What follows belongs to an exercise in optimizing a design on an open flow for small area; a production flow would make more cautious choices. In this exercise RTL edits were held to simulation tests only and were not proved equivalent to the original.

## job 9601
==> flow/design.v <==
module freq_decoder #(
	parameter W = 4,
	parameter [111:0] TT = 112'h0
	) (
	input [3:0] decoder_in,
	output [0:6] decoder_out
	);
	genvar s;
	generate
		for (s = 0; s < 7; s = s + 1) begin : seg
			wire [15:0] t = TT[(6 - s) * 16 +: 16];
			assign decoder_out[s] = t[decoder_in];
		end
	endgenerate
endmodule
module frecuenciometro (
    input wire clk,
    input wire rst,
    input wire signal_in,
    output wire[0:6] display_unidad, display_decena, display_centena, display_mil, display_dmil, display_cmil
);
    localparam [19:0] TEND = 20'h41653;
    localparam [3:0] C0 = 4'd12, C1 = 4'd9;
    localparam [2:0] T0 = 3'd0;
    localparam [15:0] NX0 = 16'h7777, NX1 = 16'hec00, NX2 = 16'ha0af, NX3 = 16'hf8f8;
    localparam [15:0] L9 = 16'h00cc;
    localparam [7:0] TX0 = 8'h0f, TX1 = 8'h3e, TX2 = 8'hfc;
    reg        prev_signal;
    reg [19:0] timer;
    reg        ld;             
    reg [22:0] cnt;            
    reg [22:0] disp;           
    wire tend = (timer == TEND);
    wire clr  = rst | tend;
    wire inc  = signal_in & ~prev_signal & ~clr;
    wire cc   = ld | rst;      
    function [3:0] nxt(input [3:0] q);
        nxt = {NX3[q], NX2[q], NX1[q], NX0[q]};
    endfunction
    function [2:0] nxt_top(input [2:0] q);
        nxt_top = {TX2[q], TX1[q], TX0[q]};
    endfunction
    wire [5:0] en;             
    assign en[0] = inc;
    assign en[1] = en[0] & L9[cnt[3:0]];
    assign en[2] = en[1] & L9[cnt[7:4]];
    assign en[3] = en[2] & L9[cnt[11:8]];
    assign en[4] = en[3] & L9[cnt[15:12]];
    assign en[5] = en[4] & L9[cnt[19:16]];
    always @(posedge clk) begin
        prev_signal <= signal_in;
        timer <= ~({timer[18:0], timer[19] ^ timer[16]} | {20{clr}});
        ld <= clr;
        if (ld) disp <= cnt;
        cnt[3:0]   <= cc ? (inc ? C1 : C0) : (inc ? nxt(cnt[3:0]) : cnt[3:0]);
        cnt[7:4]   <= cc ? C0 : (en[1] ? nxt(cnt[7:4])   : cnt[7:4]);
        cnt[11:8]  <= cc ? C0 : (en[2] ? nxt(cnt[11:8])  : cnt[11:8]);
        cnt[15:12] <= cc ? C0 : (en[3] ? nxt(cnt[15:12]) : cnt[15:12]);
        cnt[19:16] <= cc ? C0 : (en[4] ? nxt(cnt[19:16]) : cnt[19:16]);
        cnt[22:20] <= cc ? T0 : (en[5] ? nxt_top(cnt[22:20]) : cnt[22:20]);
    end
    freq_decoder #(.W(4), .TT({16'h2200, 16'hc000, 16'h0003, 16'h2a00, 16'haaa8, 16'h0a33, 16'h1b11})) decoder_unidades (.decoder_in(disp[3:0]),   .decoder_out(display_unidad));
    freq_decoder #(.W(4), .TT({16'h2200, 16'hc000, 16'h0003, 16'h2a00, 16'haaa8, 16'h0a33, 16'h1b11})) decoder_decenas  (.decoder_in(disp[7:4]),   .decoder_out(display_decena));
    freq_decoder #(.W(4), .TT({16'h2200, 16'hc000, 16'h0003, 16'h2a00, 16'haaa8, 16'h0a33, 16'h1b11})) decoder_centenas (.decoder_in(disp[11:8]),  .decoder_out(display_centena));
    freq_decoder #(.W(4), .TT({16'h2200, 16'hc000, 16'h0003, 16'h2a00, 16'haaa8, 16'h0a33, 16'h1b11})) decoder_mil      (.decoder_in(disp[15:12]), .decoder_out(display_mil));
    freq_decoder #(.W(4), .TT({16'h2200, 16'hc000, 16'h0003, 16'h2a00, 16'haaa8, 16'h0a33, 16'h1b11})) decoder_dmil     (.decoder_in(disp[19:16]), .decoder_out(display_dmil));
    freq_decoder #(.W(3), .TT({16'h3232, 16'h4444, 16'h0c0c, 16'h3232, 16'hf2f2, 16'haaaa, 16'h0303})) decoder_cmil (.decoder_in({1'b0, disp[22:20]}), .decoder_out(display_cmil));
endmodule
Settings: LEC_CHECK=0, CAP_MARGIN=20, CORE_MARGIN=2, CORE_UTILIZATION=40, SLEW_MARGIN=20; clock period 45.0 ns.
standard.sh (not shown) runs the stock make flow with config.mk's settings and CLKGATE_MAP_FILE= SYNTH_SCRIPT=/design/flow/synth_recipe.tcl, a recipe that flattens the netlist after the stock synthesis.
==> flow/flow/run.sh <==
#!/bin/bash
# Own layout flow: the standard synthesis, then the combinational logic
# between the (unchanged) registers is re-mapped by ABC for area; then the
# standard ORFS layout, with buf_1 port buffers and a leaner clock tree.
# Every tool writes its full output to a log file in this folder.
set -euo pipefail
W=$PWD
F=$W/flow
R=$W/orfs/results/sky130hd/frecuenciometro/base
LIB=$FLOW_HOME/platforms/sky130hd/lib/sky130_fd_sc_hd__tt_025C_1v80.lib
YOSYS=$(command -v yosys || echo "$FLOW_HOME/../tools/install/yosys/bin/yosys")

bash standard.sh synth > "$W/synth.log" 2>&1
cp "$R/1_2_yosys.v" "$W/std_synth.v"

cat > "$W/remap.ys" <<EOS
read_liberty -ignore_miss_func $LIB
read_verilog $W/std_synth.v
hierarchy -top $FLOW_TOP
setattr -mod -set keep_hierarchy 1 sky130_fd_sc_hd__dfxtp_1 sky130_fd_sc_hd__edfxtp_1
flatten
opt_clean
abc -liberty $LIB -dont_use sky130_fd_sc_hd__lpflow_* -dont_use sky130_fd_sc_hd__probe* -script $F/remap.abc
opt_clean -purge
setundef -zero
splitnets
opt_clean -purge
hilomap -singleton -hicell sky130_fd_sc_hd__conb_1 HI -locell sky130_fd_sc_hd__conb_1 LO
insbuf -buf sky130_fd_sc_hd__buf_1 A X
blackbox sky130_fd_sc_hd__dfxtp_1 sky130_fd_sc_hd__edfxtp_1
tee -o $W/remap_stat.txt stat -liberty $LIB
write_verilog -noattr -nohex -nodec $W/remap.v
EOS
"$YOSYS" -s "$W/remap.ys" > "$W/remap.log" 2>&1
cp "$W/remap.v" "$R/1_2_yosys.v"
rm -f "$R/1_synth.odb" "$R/1_synth.sdc"

export BUFFER_PORTS_ARGS="-buffer_cell sky130_fd_sc_hd__buf_1"
export CTS_ARGS="-sink_clustering_enable -repair_clock_nets -dont_use_dummy_load -buf_list sky130_fd_sc_hd__clkbuf_4"
bash standard.sh finish > "$W/finish.log" 2>&1
==> flow/flow/remap.abc <==
strash
&get -n
&deepsyn -T 30
&put
&get -n
&dch -f
&nf -R 1000
&put
Having completed the whole flow, job 9601 delivered a layout that passed the timing, DRC and antenna checks.
Edits applied to the flow inputs when going from job 9601 to job 1796:
# job 9601
export LEC_CHECK = 0
export CAP_MARGIN = 20
export CORE_MARGIN = 2
export CORE_UTILIZATION = 40
export SLEW_MARGIN = 20
create_clock -name core_clock -period 45.0 [get_ports {clk}]
# job 1796
export LEC_CHECK = 0
export ABC_AREA = 1
export CAP_MARGIN = 20
export CORE_MARGIN = 2
export CORE_UTILIZATION = 40
export SLEW_MARGIN = 20
create_clock -name core_clock -period 45.0 [get_ports {clk}]
==> flow/flow/remap.abc <==
strash
&get -n
&deepsyn -T 10
&put
&get -n
&dch -f
&nf -R 1000
&put
### Flow results
- Result: PASS for each of job 9601 and job 1796
- Summary of job 1796 over job 9601: via density per instance level; register clock-pin slew on the reported worst setup and hold paths moved down; slack of the worst reg-to-reg path moved down; vias after detailed routing moved up; sequential share of layout area moved down.
- Job 1796: first-pass GRT wire length 1.4% below job 9601
- Cell area after layout (higher): job 1796
- Compare job 9601 and job 1796 | wire length lower: job 9601
- Diff job 9601..job 1796 | number of buffers and inverters on the critical path | unchanged
- Changes observed in job 1796 relative to job 9601: worst path setup slack after routing +13 ps; maximum clock frequency ~0 delta.

static timing again, ports no longer ideal:
The flow's constraints put no driver on any port. The routed layouts listed below were extracted and timed again, unchanged, in two steps.
Step 1, drivers: a clkbuf_16 drives clk and a buf_2 each remaining input, both assumed.
Step 2 adds t to the input delays and takes it off the output delays; t is the mean of the earliest and latest rising clock arrival at the registers after step 1. Input paths then give back, and output paths get back, about the clock's delay inside the block.
Slacks: ideal / step 1 / step 2; pairs: ideal / step 1.
run	t (ns)	slack for setup (ns)	cell pins on the clock port's net
job 9601	0.417	33.235 / 33.234 / 32.817	1
job 1796	0.411	33.249 / 33.253 / 32.842	1
After both steps setup and hold are still met in every run listed. For job 9601, which loses most, drivers alone change the setup slack by -0.001 ns; drivers and shift together by -0.418 ns.
